This is an optimization exercise on Yosys and OpenROAD, whose aim is small area and a short achievable clock period, not a production implementation. Only simulation tests tie the RTL to the original design; equivalence was not proved.

`flow/run.sh`:
```
#!/bin/bash
# synth_recipe.tcl (not shown) runs the flow's synth.tcl, then flattens the netlist and writes it again
# the make line also repeats each setting of config.mk as NAME=value (left out here)
make -C /OpenROAD-flow-scripts/flow DESIGN_CONFIG=/design/flow/config.mk WORK_HOME=/design/flow/orfs CLKGATE_MAP_FILE= SYNTH_SCRIPT=/design/flow/synth_recipe.tcl finish
```
`flow/config.mk`:
```
export PLATFORM = sky130hd
export DESIGN_NAME = fsm_multiplier
export DESIGN_NICKNAME = fsm_multiplier
export VERILOG_FILES = /design/flow/design.v
export SDC_FILE = /design/flow/constraint.sdc
export NUM_CORES = 4
export LEC_CHECK = 0
export CAP_MARGIN = 20
export CORE_MARGIN = 2
export CORE_UTILIZATION = 65
export SLEW_MARGIN = 20
export SYNTH_HIERARCHICAL = 1
```
`flow/constraint.sdc`:
```
create_clock -name core_clock -period 22.0 [get_ports {clk}]
set_input_delay 4.4000 -clock core_clock [delete_from_list [all_inputs] [get_ports {clk}]]
set_output_delay 4.4000 -clock core_clock [all_outputs]
set_load 0.01 [all_outputs]
```
`flow/design.v`:
```
module dd_cell (
    input  logic b,
    input  logic m0,
    input  logic m1,
    input  logic m2,
    output logic n0,
    output logic n1,
    output logic n2,
    output logic c
);
    assign n0 = ({m2, m1, m0, b} == 4'd0) | ({m2, m1, m0, b} == 4'd1) | ({m2, m1, m0, b} == 4'd2) | ({m2, m1, m0, b} == 4'd3) | ({m2, m1, m0, b} == 4'd4) | ({m2, m1, m0, b} == 4'd5) | ({m2, m1, m0, b} == 4'd6) | ({m2, m1, m0, b} == 4'd7) | ({m2, m1, m0, b} == 4'd8) | ({m2, m1, m0, b} == 4'd11) | ({m2, m1, m0, b} == 4'd12);
    assign n1 = ({m2, m1, m0, b} == 4'd1) | ({m2, m1, m0, b} == 4'd2) | ({m2, m1, m0, b} == 4'd3) | ({m2, m1, m0, b} == 4'd5) | ({m2, m1, m0, b} == 4'd6) | ({m2, m1, m0, b} == 4'd7) | ({m2, m1, m0, b} == 4'd8) | ({m2, m1, m0, b} == 4'd12);
    assign n2 = ({m2, m1, m0, b} == 4'd0) | ({m2, m1, m0, b} == 4'd2) | ({m2, m1, m0, b} == 4'd3) | ({m2, m1, m0, b} == 4'd7) | ({m2, m1, m0, b} == 4'd8) | ({m2, m1, m0, b} == 4'd10) | ({m2, m1, m0, b} == 4'd11) | ({m2, m1, m0, b} == 4'd15);
    assign c = ({m2, m1, m0, b} == 4'd1) | ({m2, m1, m0, b} == 4'd2) | ({m2, m1, m0, b} == 4'd3) | ({m2, m1, m0, b} == 4'd8) | ({m2, m1, m0, b} == 4'd9) | ({m2, m1, m0, b} == 4'd10) | ({m2, m1, m0, b} == 4'd11);
endmodule
module dd_cell_nc (
    input  logic b,
    input  logic m0,
    input  logic m1,
    input  logic m2,
    output logic n0,
    output logic n1,
    output logic n2
);
    assign n0 = ({m2, m1, m0, b} == 4'd0) | ({m2, m1, m0, b} == 4'd1) | ({m2, m1, m0, b} == 4'd2) | ({m2, m1, m0, b} == 4'd3) | ({m2, m1, m0, b} == 4'd4) | ({m2, m1, m0, b} == 4'd5) | ({m2, m1, m0, b} == 4'd6) | ({m2, m1, m0, b} == 4'd7) | ({m2, m1, m0, b} == 4'd8) | ({m2, m1, m0, b} == 4'd11) | ({m2, m1, m0, b} == 4'd12);
    assign n1 = ({m2, m1, m0, b} == 4'd1) | ({m2, m1, m0, b} == 4'd2) | ({m2, m1, m0, b} == 4'd3) | ({m2, m1, m0, b} == 4'd5) | ({m2, m1, m0, b} == 4'd6) | ({m2, m1, m0, b} == 4'd7) | ({m2, m1, m0, b} == 4'd8) | ({m2, m1, m0, b} == 4'd12);
    assign n2 = ({m2, m1, m0, b} == 4'd0) | ({m2, m1, m0, b} == 4'd2) | ({m2, m1, m0, b} == 4'd3) | ({m2, m1, m0, b} == 4'd7) | ({m2, m1, m0, b} == 4'd8) | ({m2, m1, m0, b} == 4'd10) | ({m2, m1, m0, b} == 4'd11) | ({m2, m1, m0, b} == 4'd15);
endmodule
module dd_cell_bn (
    input  logic bn,
    input  logic m0,
    input  logic m1,
    input  logic m2,
    output logic n0,
    output logic n1,
    output logic n2,
    output logic c
);
    assign n0 = ({m2, m1, m0, bn} == 4'd0) | ({m2, m1, m0, bn} == 4'd1) | ({m2, m1, m0, bn} == 4'd2) | ({m2, m1, m0, bn} == 4'd3) | ({m2, m1, m0, bn} == 4'd4) | ({m2, m1, m0, bn} == 4'd5) | ({m2, m1, m0, bn} == 4'd6) | ({m2, m1, m0, bn} == 4'd7) | ({m2, m1, m0, bn} == 4'd9) | ({m2, m1, m0, bn} == 4'd10);
    assign n1 = ({m2, m1, m0, bn} == 4'd0) | ({m2, m1, m0, bn} == 4'd2) | ({m2, m1, m0, bn} == 4'd3) | ({m2, m1, m0, bn} == 4'd4) | ({m2, m1, m0, bn} == 4'd6) | ({m2, m1, m0, bn} == 4'd7) | ({m2, m1, m0, bn} == 4'd9) | ({m2, m1, m0, bn} == 4'd13);
    assign n2 = ({m2, m1, m0, bn} == 4'd1) | ({m2, m1, m0, bn} == 4'd2) | ({m2, m1, m0, bn} == 4'd3) | ({m2, m1, m0, bn} == 4'd6) | ({m2, m1, m0, bn} == 4'd9) | ({m2, m1, m0, bn} == 4'd10) | ({m2, m1, m0, bn} == 4'd11) | ({m2, m1, m0, bn} == 4'd14);
    assign c = ({m2, m1, m0, bn} == 4'd0) | ({m2, m1, m0, bn} == 4'd2) | ({m2, m1, m0, bn} == 4'd8) | ({m2, m1, m0, bn} == 4'd9) | ({m2, m1, m0, bn} == 4'd10) | ({m2, m1, m0, bn} == 4'd11);
endmodule
module dd_first (
    input  logic x0,
    input  logic x1,
    input  logic x2,
    output logic n0,
    output logic n1,
    output logic n2,
    output logic c
);
    assign n0 = ({x2, x1, x0} == 3'd0) | ({x2, x1, x0} == 3'd1) | ({x2, x1, x0} == 3'd4) | ({x2, x1, x0} == 3'd5) | ({x2, x1, x0} == 3'd6);
    assign n1 = ({x2, x1, x0} == 3'd0) | ({x2, x1, x0} == 3'd1) | ({x2, x1, x0} == 3'd5) | ({x2, x1, x0} == 3'd6);
    assign n2 = ({x2, x1, x0} == 3'd1) | ({x2, x1, x0} == 3'd3) | ({x2, x1, x0} == 3'd4) | ({x2, x1, x0} == 3'd6);
    assign c = ({x2, x1, x0} == 3'd5) | ({x2, x1, x0} == 3'd6) | ({x2, x1, x0} == 3'd7);
endmodule
module dd_first_nc (
    input  logic x0,
    input  logic x1,
    input  logic x2,
    output logic n0,
    output logic n1,
    output logic n2
);
    assign n0 = ({x2, x1, x0} == 3'd0) | ({x2, x1, x0} == 3'd1) | ({x2, x1, x0} == 3'd4) | ({x2, x1, x0} == 3'd5) | ({x2, x1, x0} == 3'd6);
    assign n1 = ({x2, x1, x0} == 3'd0) | ({x2, x1, x0} == 3'd1) | ({x2, x1, x0} == 3'd5) | ({x2, x1, x0} == 3'd6);
    assign n2 = ({x2, x1, x0} == 3'd1) | ({x2, x1, x0} == 3'd3) | ({x2, x1, x0} == 3'd4) | ({x2, x1, x0} == 3'd6);
endmodule
module dd_first_n (
    input  logic x0n,
    input  logic x1n,
    input  logic x2n,
    output logic n0,
    output logic n1,
    output logic n2,
    output logic c
);
    assign n0 = ({x2n, x1n, x0n} == 3'd1) | ({x2n, x1n, x0n} == 3'd2) | ({x2n, x1n, x0n} == 3'd3) | ({x2n, x1n, x0n} == 3'd6) | ({x2n, x1n, x0n} == 3'd7);
    assign n1 = ({x2n, x1n, x0n} == 3'd1) | ({x2n, x1n, x0n} == 3'd2) | ({x2n, x1n, x0n} == 3'd6) | ({x2n, x1n, x0n} == 3'd7);
    assign n2 = ({x2n, x1n, x0n} == 3'd1) | ({x2n, x1n, x0n} == 3'd3) | ({x2n, x1n, x0n} == 3'd4) | ({x2n, x1n, x0n} == 3'd6);
    assign c = ({x2n, x1n, x0n} == 3'd0) | ({x2n, x1n, x0n} == 3'd1) | ({x2n, x1n, x0n} == 3'd2);
endmodule
module dd_first_n_nc (
    input  logic x0n,
    input  logic x1n,
    input  logic x2n,
    output logic n0,
    output logic n1,
    output logic n2
);
    assign n0 = ({x2n, x1n, x0n} == 3'd1) | ({x2n, x1n, x0n} == 3'd2) | ({x2n, x1n, x0n} == 3'd3) | ({x2n, x1n, x0n} == 3'd6) | ({x2n, x1n, x0n} == 3'd7);
    assign n1 = ({x2n, x1n, x0n} == 3'd1) | ({x2n, x1n, x0n} == 3'd2) | ({x2n, x1n, x0n} == 3'd6) | ({x2n, x1n, x0n} == 3'd7);
    assign n2 = ({x2n, x1n, x0n} == 3'd1) | ({x2n, x1n, x0n} == 3'd3) | ({x2n, x1n, x0n} == 3'd4) | ({x2n, x1n, x0n} == 3'd6);
endmodule
module dd_conv10 (
    input  logic [9:0] x,
    output logic [11:0] m,    
    output logic [3:0] b      
);
    logic [2:0] m1; logic c2;
    dd_first u_m1 (.x0(x[7]), .x1(x[8]), .x2(x[9]), .n0(m1[0]), .n1(m1[1]), .n2(m1[2]), .c(c2));
    logic [2:0] m3; logic c4;
    dd_cell u_m3 (.b(x[6]), .m0(m1[0]), .m1(m1[1]), .m2(m1[2]), .n0(m3[0]), .n1(m3[1]), .n2(m3[2]), .c(c4));
    logic [2:0] m5; logic c6;
    dd_cell u_m5 (.b(x[5]), .m0(m3[0]), .m1(m3[1]), .m2(m3[2]), .n0(m5[0]), .n1(m5[1]), .n2(m5[2]), .c(c6));
    logic [2:0] m7; logic c8;
    dd_cell u_m7 (.b(x[4]), .m0(m5[0]), .m1(m5[1]), .m2(m5[2]), .n0(m7[0]), .n1(m7[1]), .n2(m7[2]), .c(c8));
    logic [2:0] m9; logic c10;
    dd_first u_m9 (.x0(c6), .x1(c4), .x2(c2), .n0(m9[0]), .n1(m9[1]), .n2(m9[2]), .c(c10));
    logic [2:0] m11; logic c12;
    dd_cell u_m11 (.b(x[3]), .m0(m7[0]), .m1(m7[1]), .m2(m7[2]), .n0(m11[0]), .n1(m11[1]), .n2(m11[2]), .c(c12));
    logic [2:0] m13; logic c14;
    dd_cell u_m13 (.b(c8), .m0(m9[0]), .m1(m9[1]), .m2(m9[2]), .n0(m13[0]), .n1(m13[1]), .n2(m13[2]), .c(c14));
    logic [2:0] m15; logic c16;
    dd_cell u_m15 (.b(x[2]), .m0(m11[0]), .m1(m11[1]), .m2(m11[2]), .n0(m15[0]), .n1(m15[1]), .n2(m15[2]), .c(c16));
    logic [2:0] m17; logic c18;
    dd_cell u_m17 (.b(c12), .m0(m13[0]), .m1(m13[1]), .m2(m13[2]), .n0(m17[0]), .n1(m17[1]), .n2(m17[2]), .c(c18));
    logic [2:0] m19; logic c20;
    dd_cell u_m19 (.b(x[1]), .m0(m15[0]), .m1(m15[1]), .m2(m15[2]), .n0(m19[0]), .n1(m19[1]), .n2(m19[2]), .c(c20));
    logic [2:0] m21; logic c22;
    dd_cell u_m21 (.b(c16), .m0(m17[0]), .m1(m17[1]), .m2(m17[2]), .n0(m21[0]), .n1(m21[1]), .n2(m21[2]), .c(c22));
    logic [2:0] m23; logic c24;
    dd_first u_m23 (.x0(c18), .x1(c14), .x2(c10), .n0(m23[0]), .n1(m23[1]), .n2(m23[2]), .c(c24));
    assign m[2:0] = m19;
    assign b[0] = x[0];
    assign m[5:3] = m21;
    assign b[1] = c20;
    assign m[8:6] = m23;
    assign b[2] = c22;
    assign m[11:9] = 3'b011;
    assign b[3] = c24;
endmodule
module dd_conv16 (
    input  logic [15:0] xn,
    output logic [11:0] m,    
    output logic [3:0] b      
);
    logic [2:0] m1; logic c2;
    dd_first_n u_m1 (.x0n(xn[13]), .x1n(xn[14]), .x2n(xn[15]), .n0(m1[0]), .n1(m1[1]), .n2(m1[2]), .c(c2));
    logic [2:0] m3; logic c4;
    dd_cell_bn u_m3 (.bn(xn[12]), .m0(m1[0]), .m1(m1[1]), .m2(m1[2]), .n0(m3[0]), .n1(m3[1]), .n2(m3[2]), .c(c4));
    logic [2:0] m5; logic c6;
    dd_cell_bn u_m5 (.bn(xn[11]), .m0(m3[0]), .m1(m3[1]), .m2(m3[2]), .n0(m5[0]), .n1(m5[1]), .n2(m5[2]), .c(c6));
    logic [2:0] m7; logic c8;
    dd_cell_bn u_m7 (.bn(xn[10]), .m0(m5[0]), .m1(m5[1]), .m2(m5[2]), .n0(m7[0]), .n1(m7[1]), .n2(m7[2]), .c(c8));
    logic [2:0] m9; logic c10;
    dd_first u_m9 (.x0(c6), .x1(c4), .x2(c2), .n0(m9[0]), .n1(m9[1]), .n2(m9[2]), .c(c10));
    logic [2:0] m11; logic c12;
    dd_cell_bn u_m11 (.bn(xn[9]), .m0(m7[0]), .m1(m7[1]), .m2(m7[2]), .n0(m11[0]), .n1(m11[1]), .n2(m11[2]), .c(c12));
    logic [2:0] m13; logic c14;
    dd_cell u_m13 (.b(c8), .m0(m9[0]), .m1(m9[1]), .m2(m9[2]), .n0(m13[0]), .n1(m13[1]), .n2(m13[2]), .c(c14));
    logic [2:0] m15; logic c16;
    dd_cell_bn u_m15 (.bn(xn[8]), .m0(m11[0]), .m1(m11[1]), .m2(m11[2]), .n0(m15[0]), .n1(m15[1]), .n2(m15[2]), .c(c16));
    logic [2:0] m17; logic c18;
    dd_cell u_m17 (.b(c12), .m0(m13[0]), .m1(m13[1]), .m2(m13[2]), .n0(m17[0]), .n1(m17[1]), .n2(m17[2]), .c(c18));
    logic [2:0] m19; logic c20;
    dd_cell_bn u_m19 (.bn(xn[7]), .m0(m15[0]), .m1(m15[1]), .m2(m15[2]), .n0(m19[0]), .n1(m19[1]), .n2(m19[2]), .c(c20));
    logic [2:0] m21; logic c22;
    dd_cell u_m21 (.b(c16), .m0(m17[0]), .m1(m17[1]), .m2(m17[2]), .n0(m21[0]), .n1(m21[1]), .n2(m21[2]), .c(c22));
    logic [2:0] m23; logic c24;
    dd_first u_m23 (.x0(c18), .x1(c14), .x2(c10), .n0(m23[0]), .n1(m23[1]), .n2(m23[2]), .c(c24));
    logic [2:0] m25; logic c26;
    dd_cell_bn u_m25 (.bn(xn[6]), .m0(m19[0]), .m1(m19[1]), .m2(m19[2]), .n0(m25[0]), .n1(m25[1]), .n2(m25[2]), .c(c26));
    logic [2:0] m27; logic c28;
    dd_cell u_m27 (.b(c20), .m0(m21[0]), .m1(m21[1]), .m2(m21[2]), .n0(m27[0]), .n1(m27[1]), .n2(m27[2]), .c(c28));
    logic [2:0] m29; logic c30;
    dd_cell u_m29 (.b(c22), .m0(m23[0]), .m1(m23[1]), .m2(m23[2]), .n0(m29[0]), .n1(m29[1]), .n2(m29[2]), .c(c30));
    logic [2:0] m31; logic c32;
    dd_cell_bn u_m31 (.bn(xn[5]), .m0(m25[0]), .m1(m25[1]), .m2(m25[2]), .n0(m31[0]), .n1(m31[1]), .n2(m31[2]), .c(c32));
    logic [2:0] m33; logic c34;
    dd_cell u_m33 (.b(c26), .m0(m27[0]), .m1(m27[1]), .m2(m27[2]), .n0(m33[0]), .n1(m33[1]), .n2(m33[2]), .c(c34));
    logic [2:0] m35; logic c36;
    dd_cell u_m35 (.b(c28), .m0(m29[0]), .m1(m29[1]), .m2(m29[2]), .n0(m35[0]), .n1(m35[1]), .n2(m35[2]), .c(c36));
    logic [2:0] m37; logic c38;
    dd_cell_bn u_m37 (.bn(xn[4]), .m0(m31[0]), .m1(m31[1]), .m2(m31[2]), .n0(m37[0]), .n1(m37[1]), .n2(m37[2]), .c(c38));
    logic [2:0] m39; logic c40;
    dd_cell u_m39 (.b(c32), .m0(m33[0]), .m1(m33[1]), .m2(m33[2]), .n0(m39[0]), .n1(m39[1]), .n2(m39[2]), .c(c40));
    logic [2:0] m41; logic c42;
    dd_cell u_m41 (.b(c34), .m0(m35[0]), .m1(m35[1]), .m2(m35[2]), .n0(m41[0]), .n1(m41[1]), .n2(m41[2]), .c(c42));
    logic [2:0] m43;
    dd_first_nc u_m43 (.x0(c36), .x1(c30), .x2(c24), .n0(m43[0]), .n1(m43[1]), .n2(m43[2]));
    logic [2:0] m44; logic c45;
    dd_cell_bn u_m44 (.bn(xn[3]), .m0(m37[0]), .m1(m37[1]), .m2(m37[2]), .n0(m44[0]), .n1(m44[1]), .n2(m44[2]), .c(c45));
    logic [2:0] m46; logic c47;
    dd_cell u_m46 (.b(c38), .m0(m39[0]), .m1(m39[1]), .m2(m39[2]), .n0(m46[0]), .n1(m46[1]), .n2(m46[2]), .c(c47));
    logic [2:0] m48; logic c49;
    dd_cell u_m48 (.b(c40), .m0(m41[0]), .m1(m41[1]), .m2(m41[2]), .n0(m48[0]), .n1(m48[1]), .n2(m48[2]), .c(c49));
    logic [2:0] m50;
    dd_cell_nc u_m50 (.b(c42), .m0(m43[0]), .m1(m43[1]), .m2(m43[2]), .n0(m50[0]), .n1(m50[1]), .n2(m50[2]));
    logic [2:0] m51; logic c52;
    dd_cell_bn u_m51 (.bn(xn[2]), .m0(m44[0]), .m1(m44[1]), .m2(m44[2]), .n0(m51[0]), .n1(m51[1]), .n2(m51[2]), .c(c52));
    logic [2:0] m53; logic c54;
    dd_cell u_m53 (.b(c45), .m0(m46[0]), .m1(m46[1]), .m2(m46[2]), .n0(m53[0]), .n1(m53[1]), .n2(m53[2]), .c(c54));
    logic [2:0] m55; logic c56;
    dd_cell u_m55 (.b(c47), .m0(m48[0]), .m1(m48[1]), .m2(m48[2]), .n0(m55[0]), .n1(m55[1]), .n2(m55[2]), .c(c56));
    logic [2:0] m57;
    dd_cell_nc u_m57 (.b(c49), .m0(m50[0]), .m1(m50[1]), .m2(m50[2]), .n0(m57[0]), .n1(m57[1]), .n2(m57[2]));
    logic [2:0] m58; logic c59;
    dd_cell_bn u_m58 (.bn(xn[1]), .m0(m51[0]), .m1(m51[1]), .m2(m51[2]), .n0(m58[0]), .n1(m58[1]), .n2(m58[2]), .c(c59));
    logic [2:0] m60; logic c61;
    dd_cell u_m60 (.b(c52), .m0(m53[0]), .m1(m53[1]), .m2(m53[2]), .n0(m60[0]), .n1(m60[1]), .n2(m60[2]), .c(c61));
    logic [2:0] m62; logic c63;
    dd_cell u_m62 (.b(c54), .m0(m55[0]), .m1(m55[1]), .m2(m55[2]), .n0(m62[0]), .n1(m62[1]), .n2(m62[2]), .c(c63));
    logic [2:0] m64;
    dd_cell_nc u_m64 (.b(c56), .m0(m57[0]), .m1(m57[1]), .m2(m57[2]), .n0(m64[0]), .n1(m64[1]), .n2(m64[2]));
    assign m[2:0] = m58;
    assign b[0] = ~xn[0];
    assign m[5:3] = m60;
    assign b[1] = c59;
    assign m[8:6] = m62;
    assign b[2] = c61;
    assign m[11:9] = m64;
    assign b[3] = c63;
endmodule
module mul16 (
    input  logic [9:0]  an,     
    input  logic        one,    
    input  logic [9:0]  b,
    output logic [15:0] pn      
);
    logic [9:0] a;
    assign a[0] = one | ~an[0];
    assign a[9:1] = one ? 9'd0 : ~an[9:1];
    logic [9:0] ppn [0:9];
    genvar gi, gj;
    generate for (gi = 0; gi < 10; gi = gi + 1) begin : g_pp
        for (gj = 0; gj < 10; gj = gj + 1) begin : g_ppj
            nand_cell u_pp (.a(a[gi]), .b(b[gj]), .y(ppn[gi][gj]));
        end
    end endgenerate
    logic s1, s2;
    xnor_cell u_s1 (.a(ppn[0][9]), .b(ppn[1][8]), .y(s1));
    or_cell u_s2 (.a(ppn[0][9]), .b(ppn[1][8]), .y(s2));
    logic s3, s4;
    xnor_cell u_s3 (.a(ppn[1][9]), .b(ppn[2][8]), .y(s3));
    or_cell u_s4 (.a(ppn[1][9]), .b(ppn[2][8]), .y(s4));
    logic s5, s6;
    xnor_cell u_s5 (.a(ppn[0][6]), .b(ppn[1][5]), .y(s5));
    or_cell u_s6 (.a(ppn[0][6]), .b(ppn[1][5]), .y(s6));
    logic s7, s8;
    fa_cell u_s7 (.a(ppn[0][7]), .b(ppn[1][6]), .c(ppn[2][5]), .s(s7), .co(s8));
    logic s9, s10;
    xnor_cell u_s9 (.a(ppn[3][4]), .b(ppn[4][3]), .y(s9));
    or_cell u_s10 (.a(ppn[3][4]), .b(ppn[4][3]), .y(s10));
    logic s11, s12;
    fa_cell u_s11 (.a(ppn[0][8]), .b(ppn[1][7]), .c(ppn[2][6]), .s(s11), .co(s12));
    logic s13, s14;
    fa_cell u_s13 (.a(ppn[3][5]), .b(ppn[4][4]), .c(ppn[5][3]), .s(s13), .co(s14));
    logic s15, s16;
    xnor_cell u_s15 (.a(ppn[6][2]), .b(ppn[7][1]), .y(s15));
    or_cell u_s16 (.a(ppn[6][2]), .b(ppn[7][1]), .y(s16));
    logic s17, s18;
    fa_cell u_s17 (.a(s1), .b(ppn[2][7]), .c(ppn[3][6]), .s(s17), .co(s18));
    logic s19, s20;
    fa_cell u_s19 (.a(ppn[4][5]), .b(ppn[5][4]), .c(ppn[6][3]), .s(s19), .co(s20));
    logic s21, s22;
    fa_cell u_s21 (.a(ppn[7][2]), .b(ppn[8][1]), .c(ppn[9][0]), .s(s21), .co(s22));
    logic s23, s24;
    fa_cell u_s23 (.a(s3), .b(ppn[3][7]), .c(ppn[4][6]), .s(s23), .co(s24));
    logic s25, s26;
    fa_cell u_s25 (.a(ppn[5][5]), .b(ppn[6][4]), .c(ppn[7][3]), .s(s25), .co(s26));
    logic s27, s28;
    fa_cell u_s27 (.a(ppn[8][2]), .b(ppn[9][1]), .c(s2), .s(s27), .co(s28));
    logic s29, s30;
    fa_cell u_s29 (.a(ppn[2][9]), .b(ppn[3][8]), .c(ppn[4][7]), .s(s29), .co(s30));
    logic s31, s32;
    fa_cell u_s31 (.a(ppn[5][6]), .b(ppn[6][5]), .c(ppn[7][4]), .s(s31), .co(s32));
    logic s33, s34;
    fa_cell u_s33 (.a(ppn[8][3]), .b(ppn[9][2]), .c(s4), .s(s33), .co(s34));
    logic s35, s36;
    fa_cell u_s35 (.a(ppn[3][9]), .b(ppn[4][8]), .c(ppn[5][7]), .s(s35), .co(s36));
    logic s37, s38;
    fa_cell u_s37 (.a(ppn[6][6]), .b(ppn[7][5]), .c(ppn[8][4]), .s(s37), .co(s38));
    logic s39, s40;
    fa_cell u_s39 (.a(ppn[4][9]), .b(ppn[5][8]), .c(ppn[6][7]), .s(s39), .co(s40));
    logic s41, s42;
    xnor_cell u_s41 (.a(ppn[0][4]), .b(ppn[1][3]), .y(s41));
    or_cell u_s42 (.a(ppn[0][4]), .b(ppn[1][3]), .y(s42));
    logic s43, s44;
    fa_cell u_s43 (.a(ppn[0][5]), .b(ppn[1][4]), .c(ppn[2][3]), .s(s43), .co(s44));
    logic s45, s46;
    xnor_cell u_s45 (.a(ppn[3][2]), .b(ppn[4][1]), .y(s45));
    or_cell u_s46 (.a(ppn[3][2]), .b(ppn[4][1]), .y(s46));
    logic s47, s48;
    fa_cell u_s47 (.a(s5), .b(ppn[2][4]), .c(ppn[3][3]), .s(s47), .co(s48));
    logic s49, s50;
    fa_cell u_s49 (.a(ppn[4][2]), .b(ppn[5][1]), .c(ppn[6][0]), .s(s49), .co(s50));
    logic s51, s52;
    fa_cell u_s51 (.a(s7), .b(s9), .c(ppn[5][2]), .s(s51), .co(s52));
    logic s53, s54;
    fa_cell u_s53 (.a(ppn[6][1]), .b(ppn[7][0]), .c(s6), .s(s53), .co(s54));
    logic s55, s56;
    fa_cell u_s55 (.a(s11), .b(s13), .c(s15), .s(s55), .co(s56));
    logic s57, s58;
    fa_cell u_s57 (.a(ppn[8][0]), .b(s8), .c(s10), .s(s57), .co(s58));
    logic s59, s60;
    fa_cell u_s59 (.a(s17), .b(s19), .c(s21), .s(s59), .co(s60));
    logic s61, s62;
    fa_cell u_s61 (.a(s12), .b(s14), .c(s16), .s(s61), .co(s62));
    logic s63, s64;
    fa_cell u_s63 (.a(s23), .b(s25), .c(s27), .s(s63), .co(s64));
    logic s65, s66;
    fa_cell u_s65 (.a(s18), .b(s20), .c(s22), .s(s65), .co(s66));
    logic s67, s68;
    fa_cell u_s67 (.a(s29), .b(s31), .c(s33), .s(s67), .co(s68));
    logic s69, s70;
    fa_cell u_s69 (.a(s24), .b(s26), .c(s28), .s(s69), .co(s70));
    logic s71, s72;
    fa_cell u_s71 (.a(s35), .b(s37), .c(ppn[9][3]), .s(s71), .co(s72));
    logic s73, s74;
    fa_cell u_s73 (.a(s30), .b(s32), .c(s34), .s(s73), .co(s74));
    logic s75, s76;
    fa_cell u_s75 (.a(s39), .b(ppn[7][6]), .c(ppn[8][5]), .s(s75), .co(s76));
    logic s77, s78;
    fa_cell u_s77 (.a(ppn[9][4]), .b(s36), .c(s38), .s(s77), .co(s78));
    logic s79, s80;
    fa_cell u_s79 (.a(ppn[5][9]), .b(ppn[6][8]), .c(ppn[7][7]), .s(s79), .co(s80));
    logic s81, s82;
    fa_cell u_s81 (.a(ppn[8][6]), .b(ppn[9][5]), .c(s40), .s(s81), .co(s82));
    logic s83, s84;
    xnor_cell u_s83 (.a(ppn[0][3]), .b(ppn[1][2]), .y(s83));
    or_cell u_s84 (.a(ppn[0][3]), .b(ppn[1][2]), .y(s84));
    logic s85, s86;
    fa_cell u_s85 (.a(s41), .b(ppn[2][2]), .c(ppn[3][1]), .s(s85), .co(s86));
    logic s87, s88;
    fa_cell u_s87 (.a(s43), .b(s45), .c(ppn[5][0]), .s(s87), .co(s88));
    logic s89, s90;
    fa_cell u_s89 (.a(s47), .b(s49), .c(s44), .s(s89), .co(s90));
    logic s91, s92;
    fa_cell u_s91 (.a(s51), .b(s53), .c(s48), .s(s91), .co(s92));
    logic s93, s94;
    fa_cell u_s93 (.a(s55), .b(s57), .c(s52), .s(s93), .co(s94));
    logic s95, s96;
    fa_cell u_s95 (.a(s59), .b(s61), .c(s56), .s(s95), .co(s96));
    logic s97, s98;
    fa_cell u_s97 (.a(s63), .b(s65), .c(s60), .s(s97), .co(s98));
    logic s99, s100;
    fa_cell u_s99 (.a(s67), .b(s69), .c(s64), .s(s99), .co(s100));
    logic s101, s102;
    fa_cell u_s101 (.a(s71), .b(s73), .c(s68), .s(s101), .co(s102));
    logic s103, s104;
    fa_cell u_s103 (.a(s75), .b(s77), .c(s72), .s(s103), .co(s104));
    logic s105, s106;
    fa_cell u_s105 (.a(s79), .b(s81), .c(s76), .s(s105), .co(s106));
    logic s107, s108;
    xnor_cell u_s107 (.a(ppn[0][2]), .b(ppn[1][1]), .y(s107));
    or_cell u_s108 (.a(ppn[0][2]), .b(ppn[1][1]), .y(s108));
    logic s109, s110;
    fa_cell u_s109 (.a(s83), .b(ppn[2][1]), .c(ppn[3][0]), .s(s109), .co(s110));
    logic s111, s112;
    fa_cell u_s111 (.a(s85), .b(ppn[4][0]), .c(s84), .s(s111), .co(s112));
    logic s113, s114;
    fa_cell u_s113 (.a(s87), .b(s42), .c(s86), .s(s113), .co(s114));
    logic s115, s116;
    fa_cell u_s115 (.a(s89), .b(s46), .c(s88), .s(s115), .co(s116));
    logic s117, s118;
    fa_cell u_s117 (.a(s91), .b(s50), .c(s90), .s(s117), .co(s118));
    logic s119, s120;
    fa_cell u_s119 (.a(s93), .b(s54), .c(s92), .s(s119), .co(s120));
    logic s121, s122;
    fa_cell u_s121 (.a(s95), .b(s58), .c(s94), .s(s121), .co(s122));
    logic s123, s124;
    fa_cell u_s123 (.a(s97), .b(s62), .c(s96), .s(s123), .co(s124));
    logic s125, s126;
    fa_cell u_s125 (.a(s99), .b(s66), .c(s98), .s(s125), .co(s126));
    logic s127, s128;
    fa_cell u_s127 (.a(s101), .b(s70), .c(s100), .s(s127), .co(s128));
    logic s129, s130;
    fa_cell u_s129 (.a(s103), .b(s74), .c(s102), .s(s129), .co(s130));
    logic s131, s132;
    fa_cell u_s131 (.a(s105), .b(s78), .c(s104), .s(s131), .co(s132));
    logic s133, s134;
    xnor_cell u_s133 (.a(ppn[0][1]), .b(ppn[1][0]), .y(s133));
    or_cell u_s134 (.a(ppn[0][1]), .b(ppn[1][0]), .y(s134));
    logic s135, s136;
    fa_cell u_s135 (.a(s107), .b(ppn[2][0]), .c(s134), .s(s135), .co(s136));
    logic s137, s138;
    fa_cell u_s137 (.a(s109), .b(s108), .c(s136), .s(s137), .co(s138));
    logic s139, s140;
    fa_cell u_s139 (.a(s111), .b(s110), .c(s138), .s(s139), .co(s140));
    logic s141, s142;
    fa_cell u_s141 (.a(s113), .b(s112), .c(s140), .s(s141), .co(s142));
    logic s143, s144;
    fa_cell u_s143 (.a(s115), .b(s114), .c(s142), .s(s143), .co(s144));
    logic s145, s146;
    fa_cell u_s145 (.a(s117), .b(s116), .c(s144), .s(s145), .co(s146));
    logic s147, s148;
    fa_cell u_s147 (.a(s119), .b(s118), .c(s146), .s(s147), .co(s148));
    logic s149, s150;
    fa_cell u_s149 (.a(s121), .b(s120), .c(s148), .s(s149), .co(s150));
    logic s151, s152;
    fa_cell u_s151 (.a(s123), .b(s122), .c(s150), .s(s151), .co(s152));
    logic s153, s154;
    fa_cell u_s153 (.a(s125), .b(s124), .c(s152), .s(s153), .co(s154));
    logic s155, s156;
    fa_cell u_s155 (.a(s127), .b(s126), .c(s154), .s(s155), .co(s156));
    logic s157, s158;
    fa_cell u_s157 (.a(s129), .b(s128), .c(s156), .s(s157), .co(s158));
    logic s159, s160;
    fa_cell u_s159 (.a(s131), .b(s130), .c(s158), .s(s159), .co(s160));
    logic s161;
    xnor_cell u_s161 (.a(ppn[6][9]), .b(ppn[7][8]), .y(s161));
    logic s162;
    xnor_cell u_s162 (.a(s161), .b(ppn[8][7]), .y(s162));
    logic s163;
    xnor_cell u_s163 (.a(s162), .b(ppn[9][6]), .y(s163));
    logic s164;
    xnor_cell u_s164 (.a(s163), .b(s80), .y(s164));
    logic s165;
    xnor_cell u_s165 (.a(s164), .b(s82), .y(s165));
    logic s166;
    xnor_cell u_s166 (.a(s165), .b(s106), .y(s166));
    logic s167;
    xnor_cell u_s167 (.a(s166), .b(s132), .y(s167));
    logic s168;
    xnor_cell u_s168 (.a(s167), .b(s160), .y(s168));
    assign pn[0] = ppn[0][0];
    assign pn[1] = s133;
    assign pn[2] = s135;
    assign pn[3] = s137;
    assign pn[4] = s139;
    assign pn[5] = s141;
    assign pn[6] = s143;
    assign pn[7] = s145;
    assign pn[8] = s147;
    assign pn[9] = s149;
    assign pn[10] = s151;
    assign pn[11] = s153;
    assign pn[12] = s155;
    assign pn[13] = s157;
    assign pn[14] = s159;
    assign pn[15] = s168;
endmodule
module fa_cell (input logic a, input logic b, input logic c, output logic s, output logic co);
    assign s = a ^ b ^ c;
    assign co = (a & b) | (a & c) | (b & c);
endmodule
module nand_cell (input logic a, input logic b, output logic y);
    assign y = ~(a & b);
endmodule
module or_cell (input logic a, input logic b, output logic y);
    assign y = a | b;
endmodule
module xnor_cell (input logic a, input logic b, output logic y);
    assign y = ~(a ^ b);
endmodule
module seven_seg_display_driver (
    input  logic b,
    input  logic m0,
    input  logic m1,
    input  logic m2,
    output logic s0,
    output logic s1,
    output logic s2,
    output logic s3,
    output logic s4,
    output logic s5,
    output logic s6
);
    assign s0 = ({m2, m1, m0, b} == 4'd0) | ({m2, m1, m0, b} == 4'd2) | ({m2, m1, m0, b} == 4'd5) | ({m2, m1, m0, b} == 4'd7);
    assign s1 = ({m2, m1, m0, b} == 4'd1) | ({m2, m1, m0, b} == 4'd5) | ({m2, m1, m0, b} == 4'd8) | ({m2, m1, m0, b} == 4'd12);
    assign s2 = ({m2, m1, m0, b} == 4'd12) | ({m2, m1, m0, b} == 4'd14);
    assign s3 = ({m2, m1, m0, b} == 4'd0) | ({m2, m1, m0, b} == 4'd2) | ({m2, m1, m0, b} == 4'd5) | ({m2, m1, m0, b} == 4'd7) | ({m2, m1, m0, b} == 4'd9) | ({m2, m1, m0, b} == 4'd13);
    assign s4 = ({m2, m1, m0, b} == 4'd0) | ({m2, m1, m0, b} == 4'd1) | ({m2, m1, m0, b} == 4'd2) | ({m2, m1, m0, b} == 4'd3) | ({m2, m1, m0, b} == 4'd5) | ({m2, m1, m0, b} == 4'd7) | ({m2, m1, m0, b} == 4'd9) | ({m2, m1, m0, b} == 4'd11) | ({m2, m1, m0, b} == 4'd13) | ({m2, m1, m0, b} == 4'd15);
    assign s5 = ({m2, m1, m0, b} == 4'd5) | ({m2, m1, m0, b} == 4'd7) | ({m2, m1, m0, b} == 4'd9) | ({m2, m1, m0, b} == 4'd12) | ({m2, m1, m0, b} == 4'd13) | ({m2, m1, m0, b} == 4'd14) | ({m2, m1, m0, b} == 4'd15);
    assign s6 = ({m2, m1, m0, b} == 4'd2) | ({m2, m1, m0, b} == 4'd3) | ({m2, m1, m0, b} == 4'd6) | ({m2, m1, m0, b} == 4'd7) | ({m2, m1, m0, b} == 4'd9) | ({m2, m1, m0, b} == 4'd13);
endmodule
module fsm_multiplier (
    input wire clk,
    input wire k0,
    input wire k1,
    input wire [9:0] switches,
    output wire [6:0] disp0,
    output wire [6:0] disp1,
    output wire [6:0] disp2,
    output wire [6:0] disp3,
    output reg [9:0] leds
);
    localparam logic [1:0] IDLE = 2'd0, FIRST_NUM = 2'd1, NEXT_NUM = 2'd2, ERROR = 2'd3;
    logic [1:0] pr_state;
    logic prev_k0, prev_k1, k0pressed, k1pressed;
    logic [15:0] num;    
    wire is_idle  = (pr_state == IDLE);
    wire is_first = (pr_state == FIRST_NUM);
    wire is_next  = (pr_state == NEXT_NUM);
    wire is_err   = (pr_state == ERROR);
    wire [15:0] r = ~num;
    wire over = r[15] | r[14] | (r[13] & (r[12] | r[11] | (r[10] & r[9] & r[8] & (r[7] | r[6] | r[5] | r[4]))));
    wire [15:0] prodn;
    mul16 u_mul (.an(num[9:0]), .one(is_idle), .b(switches), .pn(prodn));
    always_ff @(posedge clk) begin
        k0pressed <= prev_k0 & ~k0;
        k1pressed <= prev_k1 & ~k1;
        prev_k0 <= k0;
        prev_k1 <= k1;
        if (k1pressed)                          pr_state <= IDLE;
        else if (is_idle & k0pressed)           pr_state <= FIRST_NUM;
        else if (is_first & k0pressed)          pr_state <= NEXT_NUM;
        else if (is_next & over)                pr_state <= ERROR;
        if (is_idle | (is_first & k0pressed)) num <= prodn;
    end
    always_comb begin
        leds = 10'b0;
        case (pr_state)
            IDLE:      leds[0] = 1'b1;
            FIRST_NUM: leds[1] = 1'b1;
            NEXT_NUM:  leds[2] = 1'b1;
            default:   leds = 10'b1111111111;
        endcase
    end
    wire [11:0] m_sw, m_pr;
    wire [3:0]  b_sw, b_pr;
    dd_conv10 u_dsw (.x(switches), .m(m_sw), .b(b_sw));
    dd_conv16 u_dpr (.xn(num), .m(m_pr), .b(b_pr));
    wire [11:0] m_swx = {3'b011, m_sw[8:0]};
    wire [11:0] m = is_err ? {4{3'b011}} : (is_next ? m_pr : m_swx);
    wire [3:0]  b = is_err ? 4'b0000 : (is_next ? b_pr : b_sw);
    seven_seg_display_driver hex0 (.b(b[0]), .m0(m[0]),  .m1(m[1]),  .m2(m[2]),  .s0(disp0[0]), .s1(disp0[1]), .s2(disp0[2]), .s3(disp0[3]), .s4(disp0[4]), .s5(disp0[5]), .s6(disp0[6]));
    seven_seg_display_driver hex1 (.b(b[1]), .m0(m[3]),  .m1(m[4]),  .m2(m[5]),  .s0(disp1[0]), .s1(disp1[1]), .s2(disp1[2]), .s3(disp1[3]), .s4(disp1[4]), .s5(disp1[5]), .s6(disp1[6]));
    seven_seg_display_driver hex2 (.b(b[2]), .m0(m[6]),  .m1(m[7]),  .m2(m[8]),  .s0(disp2[0]), .s1(disp2[1]), .s2(disp2[2]), .s3(disp2[3]), .s4(disp2[4]), .s5(disp2[5]), .s6(disp2[6]));
    seven_seg_display_driver hex3 (.b(b[3]), .m0(m[9]),  .m1(m[10]), .m2(m[11]), .s0(disp3[0]), .s1(disp3[1]), .s2(disp3[2]), .s3(disp3[3]), .s4(disp3[4]), .s5(disp3[5]), .s6(disp3[6]));
endmodule
```
==> impl_metrics.py, run 1 <==
metrics = {
    "critical_path": {
        "ff2ff_path_depth": 19,
        "cp.required_ns": 17.60,
        "cp.arrival_ns": 9.56,
        "path_buf_inv": 3,
        "path_cells": "clkdlybuf4s50_1, inv_1, o21ai_0, nand2_1, o21ai_0, nand2_1, o21ai_0, nand2_1, o21ai_0, nor3_1, nor2_1, nand2_1, o21ai_0, o21a_1, o21ai_0, and2b_4, a211o_1, and2b_1, nand2_1, o21ai_0, clkdlybuf4s50_1",
        "critPathMaxFanout": 10,
        "path_class": "input port to primary output",
        "cp_num_cells": 21,
        "reg2reg_slack_ns": 14.18,
        "worst_setup_path_start_kind": "input port",
        "crit_start": "switches[9]",
        "crit_slowest_cell": "clkdlybuf4s50_1",
        "r2r_end": "num[15]$_DFFE_PP_",
        "crit_top_cell": "o21ai_0",
        "critPathMaxStageDelay_ns": 0.65,
        "timing.rr.start": "pr_state[0]$_SDFFE_PP0P_",
        "crit_family": "compound AO/OA/AOI/OAI gates",
        "end_kind": "primary output",
    },
    "route": {
        "drt-wirelength-per-cell_microns": 13.3,
        "finalWirelength_microns": 11400,
        "ant_nets": 0,
        "vias": 4806,
        "routed_via_density": 5.59,
        "drcViolationCount": 0,
        "initialDrtViolationCount": 173,
        "firstDrtPassIters": 5,
    },
    "floorplanning": {
        "io_pins": 51,
        "coreArea_sq_um": 8590,
        "die_x_microns": 97.6,
        "die_y_microns": 97.6,
        "die-area_sq_um": 9530,
        "initial_utilization_pct": 66.3,
        "row_count": 34,
    },
    "sta": {
        "relSlewSlack_pct": 34.5,
        "slew_viol_final": 0,
        "fin_skew_ns": 0.0109,
        "hold_viol": 0,
        "post-route-period-util_pct": 63.5,
        "rsz0062_at_grt": "no",
        "final-setup-viol-count": 0,
        "setup_tns_ns": 0,
        "max_freq_mhz": 71.6,
        "min_period_ns": 13.96,
        "tightest_slew_ns": 0.982,
    },
    "worst_hold_path": {
        "min_from": "prev_k0$_DFF_P_",
        "min_path_type": "register to register",
        "hold_end": "k0pressed$_DFF_P_",
        "hold_path_depth": 1,
    },
    "final_layout": {
        "antenna_cells": 0,
        "final_layout_size_suffix_gt1_share_pct": 4.53,
        "area_growth_syn_to_layout_pct": 6.96,
        "nNetsFinal": 839,
    },
    "global_route": {
        "grt_pass1_vias": 4718,
        "gr-total-overflow": 0,
        "grt_usage_pct": 25.0,
        "antenna_found_initial": 0,
        "grt_max_degree": 24,
        "grt_first_pass_wirelength_microns": 20300,
    },
    "clock_tree": {
        "cts_resized": 0,
        "cts_num_sinks": 22,
        "path_clk_slew_ns": 0.09,
        "clock-root-buffer": "clkbuf_8",
        "cts_buffer_depth": 2,
        "ctsHoldBuffers": 0,
        "clk_latency_ns": 0.26,
        "cts_htree_levels": 1,
        "cts_buffers": 3,
        "post-cts-setup-buffer-count": 0,
        "cts_tree": "yes",
    },
    "placed_design": {
        "port_buffers": 50,
        "hpwl_microns": 9490,
        "routabilityCongestion": 0.865,
    },
    "logic_synthesis": {
        "yosysWarnings": 9,
        "synth_area_sq_um": 5700,
        "syn_nets": 821,
        "syn_inst": 734,
        "synth_area_per_cell_sq_um": 7.76,
    },
    "run": {
        "cap_violations": 0,
    },
    "run_status": {
        "status": "timing/DRC/antenna clean",
    },
}
per-layer routing:
metal / share of wire [%] / GRT usage [%]
met1: 45 / 32.4
met2: 51 / 46.2
met3: 3.1 / 1.37
met4: 0.87 / 5.56
met5: 0 / 0
layout by cell type, fill, tap and decap left out, drive strengths merged, types with 4 or more instances in the layout:
cell / instances
o21a: 27
clkdlybuf4s50: 50
a21oi: 31
o21bai: 4
edfxtp: 16
nor2b: 22
nor3: 27
a21boi: 4
a211o: 6
xnor2: 53
clkbuf: 4
nor2: 103
and2b: 9
o21ai: 53
nand2: 136
or2: 10
inv: 56
xor2: 11
mux2i: 34
dfxtp: 6
nand2b: 7
fa: 70
ha: 4
worst max path at each step:
stage                     slack (ns)       end
after global routing            7.50  disp0[3]
after global placement          8.50  disp0[3]
after detailed placement        8.16  disp0[5]
final                           8.04  disp1[6]
after floorplan                 9.75  disp0[3]
after CTS                       8.18  disp1[3]
flip-flops by register name, indices dropped and copies added (netlist names):
signal	count
num	16
pr_state	2
k0pressed	1
k1pressed	1
prev_k0	1
prev_k1	1
through the flow:
stage / worst slack (ns) / utilization [%] / hold WS (ns) / cell area, sq um / instances
after global routing: 7.50 / 70.9 / 0.466 / 6100 / 859
after floorplan: 9.75 / - / 0.414 / 5700 / 734
after detailed placement: 8.16 / 70.3 / 0.430 / 6040 / 855
final: 8.04 / 70.9 / 0.447 / 6100 / 859
after CTS: 8.18 / 70.9 / 0.451 / 6100 / 859
after global placement: 8.50 / 70.3 / 0.422 / 6040 / 855
final cells by class:
class	count	area, sq um
clock buffer	4	55.1
fill	718	2500
inverter	56	210
multi-input combinational	619	4590
sequential	22	601
tap	108	135
timing repair buffer	50	500
==> run 2: changes to the inputs <==
==> flow/flow/run.sh (new file) <==
#!/bin/bash
# The standard layout (the standard.sh: ORFS synthesis and layout), except that the port
# buffers are buf_2 cells instead of the default choice.
set -euo pipefail
export BUFFER_PORTS_ARGS="-buffer_cell sky130_fd_sc_hd__buf_2"
bash standard.sh > standard.log 2>&1
==> flow/standard.sh (new file) <==
#!/bin/bash
# synth_recipe.tcl (not shown) runs the flow's synth.tcl, then flattens the netlist and writes it again
# the make line also repeats each setting of config.mk as NAME=value (left out here)
make -C /OpenROAD-flow-scripts/flow DESIGN_CONFIG=/design/flow/config.mk WORK_HOME=/design/flow/orfs CLKGATE_MAP_FILE= SYNTH_SCRIPT=/design/flow/synth_recipe.tcl "${@:-finish}"
removed: flow/run.sh
==> impl_metrics.py, run 2 <==
metrics = {
    "clock_tree": {
        "clock-root-buffer": "clkbuf_8",
        "ctsHoldBuffers": 0,
        "cts_tree": "yes",
        "cts_resized": 0,
        "cts_num_sinks": 22,
        "post-cts-setup-buffer-count": 0,
        "cts_buffers": 3,
        "cts_buffer_depth": 2,
        "path_clk_slew_ns": 0.08,
        "cts_htree_levels": 1,
        "clk_latency_ns": 0.26,
    },
    "logic_synthesis": {
        "syn_nets": 821,
        "synth_area_sq_um": 5700,
        "synth_area_per_cell_sq_um": 7.76,
        "yosysWarnings": 9,
        "syn_inst": 734,
    },
    "floorplanning": {
        "io_pins": 51,
        "die_x_microns": 97.6,
        "die_y_microns": 97.6,
        "row_count": 34,
        "die-area_sq_um": 9530,
        "initial_utilization_pct": 66.3,
        "coreArea_sq_um": 8590,
    },
    "sta": {
        "hold_viol": 0,
        "max_freq_mhz": 77.7,
        "tightest_slew_ns": 0.944,
        "fin_ws_ns": 9.12,
        "rsz0062_at_grt": "no",
        "final-setup-viol-count": 0,
        "slew_viol_final": 0,
        "setup_tns_ns": 0,
        "min_period_ns": 12.88,
        "hold_slack_ns": 0.450,
        "post-route-period-util_pct": 58.5,
        "relSlewSlack_pct": 37.1,
        "fin_skew_ns": 0.00807,
    },
    "route": {
        "drt-wirelength-per-cell_microns": 13.1,
        "vias": 4733,
        "drcViolationCount": 0,
        "initialDrtViolationCount": 163,
        "firstDrtPassIters": 4,
        "routed_via_density": 5.51,
        "ant_nets": 0,
        "finalWirelength_microns": 11300,
    },
    "critical_path": {
        "worst_setup_path_start_kind": "input port",
        "cp.required_ns": 17.60,
        "reg2reg_slack_ns": 14.10,
        "path_class": "input port to primary output",
        "crit_slowest_cell": "o21ai_0",
        "cp.arrival_ns": 8.48,
        "end_kind": "primary output",
        "critPathMaxStageDelay_ns": 0.37,
        "critPathMaxFanout": 10,
        "crit_top_cell": "o21ai_0",
        "r2r_end": "num[15]$_DFFE_PP_",
        "path_cells": "buf_2, inv_1, o21ai_0, nand2_1, o21ai_0, nand2_1, o21ai_0, nand2_1, o21ai_0, nand2_1, o21ai_0, nand2_1, o21ai_0, o21a_1, o21ai_0, and2b_4, a211o_1, and2b_1, a21oi_1, a21boi_1, buf_2",
        "timing.rr.start": "pr_state[0]$_SDFFE_PP0P_",
        "ff2ff_path_depth": 19,
    },
    "worst_hold_path": {
        "hold_end": "k1pressed$_DFF_P_",
        "min_path_type": "register to register",
        "min_from": "prev_k1$_DFF_P_",
        "hold_path_depth": 1,
    },
    "placed_design": {
        "port_buffers": 50,
        "hpwl_microns": 9300,
        "placed_area_sq_um": 5790,
        "routabilityCongestion": 0.862,
        "post-place-ws_ns": 9.13,
    },
    "final_layout": {
        "final_layout_size_suffix_gt1_share_pct": 11.2,
        "largest_register": "num",
        "multi_input_area_sq_um": 4590,
        "nNetsFinal": 839,
        "filler_cell_count": 770,
        "antenna_cells": 0,
        "final_cell_area_sq_um": 5850,
        "area_growth_syn_to_layout_pct": 2.57,
        "mostFrequentLayoutCell": "nand2_1",
        "seqCellArea_sq_um": 601,
        "largest_register_ffs": 16,
        "layout_common_cells": "nand2_1, nor2_1, fa_1",
        "reg.largest.list": "num: 16 flops, pr_state: 2 flops",
    },
    "global_route": {
        "grt_usage_pct": 24.8,
        "grt_first_pass_wirelength_microns": 20100,
        "antenna_found_initial": 0,
        "grt_max_degree": 24,
        "gr-total-overflow": 0,
        "grt_pass1_vias": 4611,
    },
    "run": {
        "cap_violations": 0,
    },
    "run_status": {
        "status": "timing/DRC/antenna clean",
    },
}
==> run 2: area by class of cell <==
cell class,instances,area share (%)
tap,108,2.31
sequential,22,10.3
multi-input combinational,619,78.6
inverter,56,3.60
clock buffer,4,0.942
timing repair buffer,50,4.28
==> run 2: how the worst max path moves through the flow <==
stage,from,end,depth (start not counted)
floorplan,switches[9],disp0[3],18
global placement,switches[9],disp0[3],21
detailed placement,switches[9],disp0[3],21
CTS,switches[9],disp0[3],21
global route,switches[9],disp0[6],21
finish,switches[9],disp0[3],21
==> run 2: metal layers <==
metal | global-route usage (%) | wire, microns | share of wire, % | up-vias
met5 | 0 | 0 | 0 | -
met4 | 3.63 | 81 | 0.72 | 0
met3 | 1.65 | 324 | 2.9 | 6
met2 | 46.0 | 5620 | 50 | 64
met1 | 32.4 | 5240 | 47 | 2274
li1 | - | - | - | 2389
==> run 2: critical path: cells and delay by family <==
family          cells  cell delay, ns
compound gates     11            2.88
simple gates        7            0.81
buf+inv             3            0.39
==> run 2: metrics by stage <==
step                      cells  utilization (%)
after floorplan             734                -
after global placement      855             67.4
after detailed placement    855             67.4
after CTS                   859             68.0
after global routing        859             68.0
final                       859             68.0
==> run 3: changes to the inputs <==
--- a/flow/flow/run.sh
+++ b/flow/flow/run.sh
@@ -3,4 +3,5 @@
 # buffers are buf_2 cells instead of the default choice.
 set -euo pipefail
 export BUFFER_PORTS_ARGS="-buffer_cell sky130_fd_sc_hd__buf_2"
+export SETUP_SLACK_MARGIN=11
 bash standard.sh > standard.log 2>&1
==> impl_metrics.py, run 3 <==
metrics = {
    "run_status": {
        "status": "timing/DRC/antenna clean",
    },
    "clock_tree": {
        "cts_num_sinks": 22,
        "ctsHoldBuffers": 0,
        "cts_tree": "yes",
        "cts_buffers": 3,
        "cts_buffer_depth": 2,
        "path_clk_slew_ns": 0.08,
        "cts_htree_levels": 1,
        "clk_latency_ns": 0.26,
        "clock-root-buffer": "clkbuf_8",
    },
    "sta": {
        "final-setup-viol-count": 0,
        "setup_tns_ns": 0,
        "fin_skew_ns": 0.00435,
        "hold_viol": 0,
        "tightest_slew_ns": 1.12,
        "post-route-period-util_pct": 54.7,
        "slew_viol_final": 0,
        "rsz0062_at_grt": "yes",
        "min_period_ns": 12.03,
        "relSlewSlack_pct": 25.6,
        "max_freq_mhz": 83.2,
    },
    "run": {
        "cap_violations": 0,
    },
    "placed_design": {
        "port_buffers": 50,
        "dp_cells": 855,
        "hpwl_microns": 9640,
        "routabilityCongestion": 0.860,
    },
    "final_layout": {
        "layout_common_cells": "nand2_1, nor2_1, fa_1",
        "reg.largest.list": "num: 16 flops, pr_state: 2 flops",
        "seqCellArea_sq_um": 601,
        "nNetsFinal": 856,
        "fin_cells": 876,
        "filler_cell_count": 666,
        "multi_input_area_sq_um": 5050,
        "largest_register": "num",
        "antenna_cells": 0,
        "area_growth_syn_to_layout_pct": 14.6,
        "mostFrequentLayoutCell": "nand2_1",
        "final_layout_size_suffix_gt1_share_pct": 23.2,
        "largest_register_ffs": 16,
    },
    "route": {
        "drcViolationCount": 0,
        "routed_via_density": 5.64,
        "drt-wirelength-per-cell_microns": 14.7,
        "initialDrtViolationCount": 248,
        "finalWirelength_microns": 12800,
        "vias": 4942,
        "firstDrtPassIters": 4,
        "ant_nets": 0,
    },
    "global_route": {
        "grt_usage_pct": 26.7,
        "antenna_found_initial": 0,
        "grt_first_pass_wirelength_microns": 21400,
        "gr-total-overflow": 0,
        "grt_max_degree": 24,
        "grt_pass1_vias": 4762,
    },
    "critical_path": {
        "critPathMaxFanout": 5,
        "path_class": "input port to primary output",
        "crit_slowest_cell": "a211o_2",
        "cp.arrival_ns": 7.63,
        "cp.required_ns": 17.60,
        "worst_setup_path_start_kind": "input port",
        "end_kind": "primary output",
        "critPathMaxStageDelay_ns": 0.42,
        "path_cells": "buf_12, inv_6, o21ai_4, o21a_1, o21ai_4, o21a_4, o21ai_4, nand2_1, o21ai_2, nor3_2, nor2_2, nor3_2, nor2_2, nor2b_2, xnor2_1, nor2b_1, a211o_2, o21bai_4, a21boi_4, buf_2",
        "crit_top_cell": "o21ai_4",
        "reg2reg_slack_ns": 14.34,
    },
    "logic_synthesis": {
        "syn_inst": 734,
        "synth_area_per_cell_sq_um": 7.76,
        "syn_nets": 821,
        "synth_area_sq_um": 5700,
        "yosysWarnings": 9,
    },
    "floorplanning": {
        "initial_utilization_pct": 66.3,
        "io_pins": 51,
        "die_y_microns": 97.6,
        "row_count": 34,
        "coreArea_sq_um": 8590,
        "die_x_microns": 97.6,
        "die-area_sq_um": 9530,
    },
    "worst_hold_path": {
        "min_path_type": "register to register",
    },
}
-- run 3: final cells by class --
cell class,instances,area share (%)
Clock buffer,4,0.689
Inverter,56,3.29
Multi-Input combinational cell,619,77.3
Sequential cell,22,9.19
Tap cell,108,2.07
Timing Repair Buffer,67,7.45
-- run 3: worst max-delay path, delay by kind of cell --
family                 cells  cell delay (ns)
XOR/XNOR                   1             0.13
buffers and inverters      3             0.26
AND/OR/NAND/NOR            7             0.96
AO/OA/AOI/OAI              9             1.84
-- run 3: repair_timing --
item,in CTS,in global routing
setup buffers,11,6
endpoints found under the setup margin,28,28
pin swaps,28,19
resized for setup,45,44
-- run 3: routing by layer --
| metal | track usage [%] | routed length (microns) | up-vias |
|---|---|---|---|
| li1 | - | - | 2432 |
| met1 | 36.3 | 5520 | 2381 |
| met2 | 46.9 | 6630 | 111 |
| met3 | 1.29 | 457 | 18 |
| met4 | 6.94 | 232 | 0 |
| met5 | 0 | 0 | - |
-- run 3: path summary, 6_finish.rpt --
check	start	to	cells after the start
worst max register to register	pr_state[0]$_SDFFE_PP0P_	num[15]$_DFFE_PP_	19
worst min register to register	prev_k1$_DFF_P_	k1pressed$_DFF_P_	1
worst min-delay path	prev_k1$_DFF_P_	k1pressed$_DFF_P_	1
worst max-delay path	switches[9]	disp2[3]	20
-- run 3: stage by stage --
stage	hold WS (ns)	area [sq um]	utilization, %	setup slack, ns
finish	0.452	6530	76.0	9.97
global route	0.468	6530	76.0	9.79
CTS	0.454	6330	73.7	10.14
detailed placement	0.438	6020	70.1	9.75
global placement	0.430	6020	70.1	9.96
floorplan	0.414	5930	-	10.59
==> run 4: changes to the inputs <==
--- a/flow/flow/run.sh
+++ b/flow/flow/run.sh
@@ -3,5 +3,5 @@
 # buffers are buf_2 cells instead of the default choice.
 set -euo pipefail
 export BUFFER_PORTS_ARGS="-buffer_cell sky130_fd_sc_hd__buf_2"
-export SETUP_SLACK_MARGIN=11
+export SETUP_SLACK_MARGIN=9.5
 bash standard.sh > standard.log 2>&1
==> impl_metrics.py, run 4 <==
metrics = {
    "run_status": {
        "status": "timing/DRC/antenna clean",
    },
    "floorplanning": {
        "die_y_microns": 97.6,
        "row_count": 34,
        "initial_utilization_pct": 66.3,
        "die-area_sq_um": 9530,
        "coreArea_sq_um": 8590,
        "io_pins": 51,
        "die_x_microns": 97.6,
    },
    "sta": {
        "hold_viol": 0,
        "tightest_slew_ns": 0.949,
        "max_freq_mhz": 81.8,
        "setup_tns_ns": 0,
        "min_period_ns": 12.22,
        "slew_viol_final": 0,
        "post-route-period-util_pct": 55.6,
        "hold_slack_ns": 0.450,
        "rsz0062_at_grt": "no",
        "fin_skew_ns": 0.00715,
        "final-setup-viol-count": 0,
        "relSlewSlack_pct": 36.7,
    },
    "route": {
        "drt-wirelength-per-cell_microns": 13.3,
        "routed_via_density": 5.54,
        "firstDrtPassIters": 4,
        "drcViolationCount": 0,
        "initialDrtViolationCount": 179,
        "ant_nets": 0,
        "vias": 4756,
        "finalWirelength_microns": 11400,
    },
    "clock_tree": {
        "path_clk_slew_ns": 0.08,
        "cts_htree_levels": 1,
        "clock-root-buffer": "clkbuf_8",
        "cts_buffers": 3,
        "clk_latency_ns": 0.26,
        "cts_num_sinks": 22,
        "cts_buffer_depth": 2,
        "cts_tree": "yes",
    },
    "global_route": {
        "antenna_found_initial": 0,
        "grt_pass1_vias": 4609,
        "grt_first_pass_wirelength_microns": 20100,
        "gr-total-overflow": 0,
        "grt_max_degree": 24,
        "grt_usage_pct": 24.8,
    },
    "final_layout": {
        "area_growth_syn_to_layout_pct": 3.56,
        "nNetsFinal": 839,
        "final_layout_size_suffix_gt1_share_pct": 13.3,
        "antenna_cells": 0,
        "largest_register_ffs": 16,
        "largest_register": "num",
        "mostFrequentLayoutCell": "nand2_1",
        "layout_common_cells": "nand2_1, nor2_1, fa_1",
        "reg.largest.list": "num: 16 flops, pr_state: 2 flops",
    },
    "logic_synthesis": {
        "synth_area_per_cell_sq_um": 7.76,
        "syn_inst": 734,
        "syn_nets": 821,
        "synth_area_sq_um": 5700,
        "yosysWarnings": 9,
    },
    "critical_path": {
        "end_kind": "primary output",
        "cp.required_ns": 17.60,
        "critPathMaxFanout": 10,
        "reg2reg_slack_ns": 14.07,
        "worst_setup_path_start_kind": "input port",
        "path_class": "input port to primary output",
        "cp.arrival_ns": 7.82,
    },
    "placed_design": {
        "routabilityCongestion": 0.862,
        "hpwl_microns": 9300,
        "port_buffers": 50,
    },
    "worst_hold_path": {
        "min_path_type": "register to register",
    },
    "run": {
        "cap_violations": 0,
    },
}
## run 4: cell types whose count changed in the layout (fill, tap and decap cells not counted), moves of 7 or more
| cell | before | now |
|---|---|---|
| mux2i_1 | 27 | 34 |
| nor2_1 | 82 | 96 |
| buf_4 | 10 | 0 |
| o21ai_0 | 13 | 31 |
| o21ai_1 | 27 | 17 |
| buf_2 | 39 | 50 |
| buf_6 | 15 | 0 |
| nor2_4 | 11 | 0 |
## run 4: final timing paths
path / from / depth (start not counted) / to
setup / recovery: switches[9] / 19 / disp1[3]
hold / removal: prev_k1$_DFF_P_ / 1 / k1pressed$_DFF_P_
setup reg to reg: pr_state[0]$_SDFFE_PP0P_ / 19 / num[15]$_DFFE_PP_
hold reg to reg: prev_k1$_DFF_P_ / 1 / k1pressed$_DFF_P_
## run 4: routing by layer
layer / wire, microns / vias to the layer above / share of wire (%) / track usage [%]
met1: 5290 / 2295 / 46 / 32.5
met2: 5740 / 58 / 50 / 46.0
met3: 279 / 6 / 2.5 / 1.65
li1: - / 2397 / - / -
met5: 0 / - / 0 / 0
met4: 81 / 0 / 0.71 / 3.63
## run 4: area by class of cell
type / count / area (sq um)
Sequential cell: 22 / 601
Multi-Input combinational cell: 619 / 4650
Inverter: 56 / 210
Timing Repair Buffer: 50 / 250
Fill cell: 769 / 2690
Tap cell: 108 / 135
Clock buffer: 4 / 55.1
## run 4: through the flow
step | worst slack (ns) | utilization (%) | instance area [sq um] | std cells
2_1_floorplan | 9.75 | - | 5700 | 734
3_3_place_gp | 9.45 | 67.4 | 5790 | 855
3_5_place_dp | 9.13 | 67.4 | 5790 | 855
4_1_cts | 9.52 | 68.1 | 5850 | 859
5_1_grt | 9.46 | 68.7 | 5900 | 859
6_report | 9.78 | 68.7 | 5900 | 859
## run 4: repair_timing
| action | 4_1_cts | 5_1_grt |
|---|---|---|
| resized for setup | 7 | 18 |
| hold buffers | 0 | 0 |
| buffers inserted | 0 | 0 |
| endpoints found under the setup margin | 27 | 28 |
## run 4: critical path: stages
cell and delay (ns):
buf_2 0.16, nor2b_2 0.17, xnor2_1 0.28, o21ai_2 0.14, nor3_1 0.25, nor2_1 0.14, o21ai_1 0.31, o21a_1 0.23
o21ai_2 0.09, o21a_1 0.22, o21ai_1 0.15, o21a_1 0.19, o21ai_0 0.08, and2b_4 0.17, a211o_1 0.30, and2b_1 0.24
a21oi_1 0.05, a21boi_1 0.13, buf_2 0.14

[port drivers added, routing unchanged]
The results above use ideal ports. As a check the final layouts listed here were re-extracted and re-timed, cells and wires unchanged.
Step 1 (the two cells are an assumption about what drives the block):
set clk [get_ports {clk}]
set_driving_cell -lib_cell sky130_fd_sc_hd__clkbuf_16 $clk
set_driving_cell -lib_cell sky130_fd_sc_hd__buf_2 [delete_from_list [all_inputs] $clk]
Step 2 adds t to the input delays and takes it off the output delays; t is the mean of the earliest and latest rising clock arrival at the registers after step 1. Input paths then give back, and output paths get back, about the clock's delay inside the block.
a / b / c = ideal / step 1 / step 2; a / b = the first two.
run	t, ns	setup WS [ns]	pins driven straight from the clock port
run 1	0.289	8.036 / 8.014 / 8.014	1
run 2	0.285	9.125 / 9.104 / 9.104	1
run 3	0.289	9.975 / 9.914 / 9.914	1
run 4	0.284	9.778 / 9.760 / 9.760	1
After both steps setup and hold are still met in every run listed. The setup slack of run 3, which loses most, moves by -0.061 ns with the drivers and by -0.061 ns with both steps.
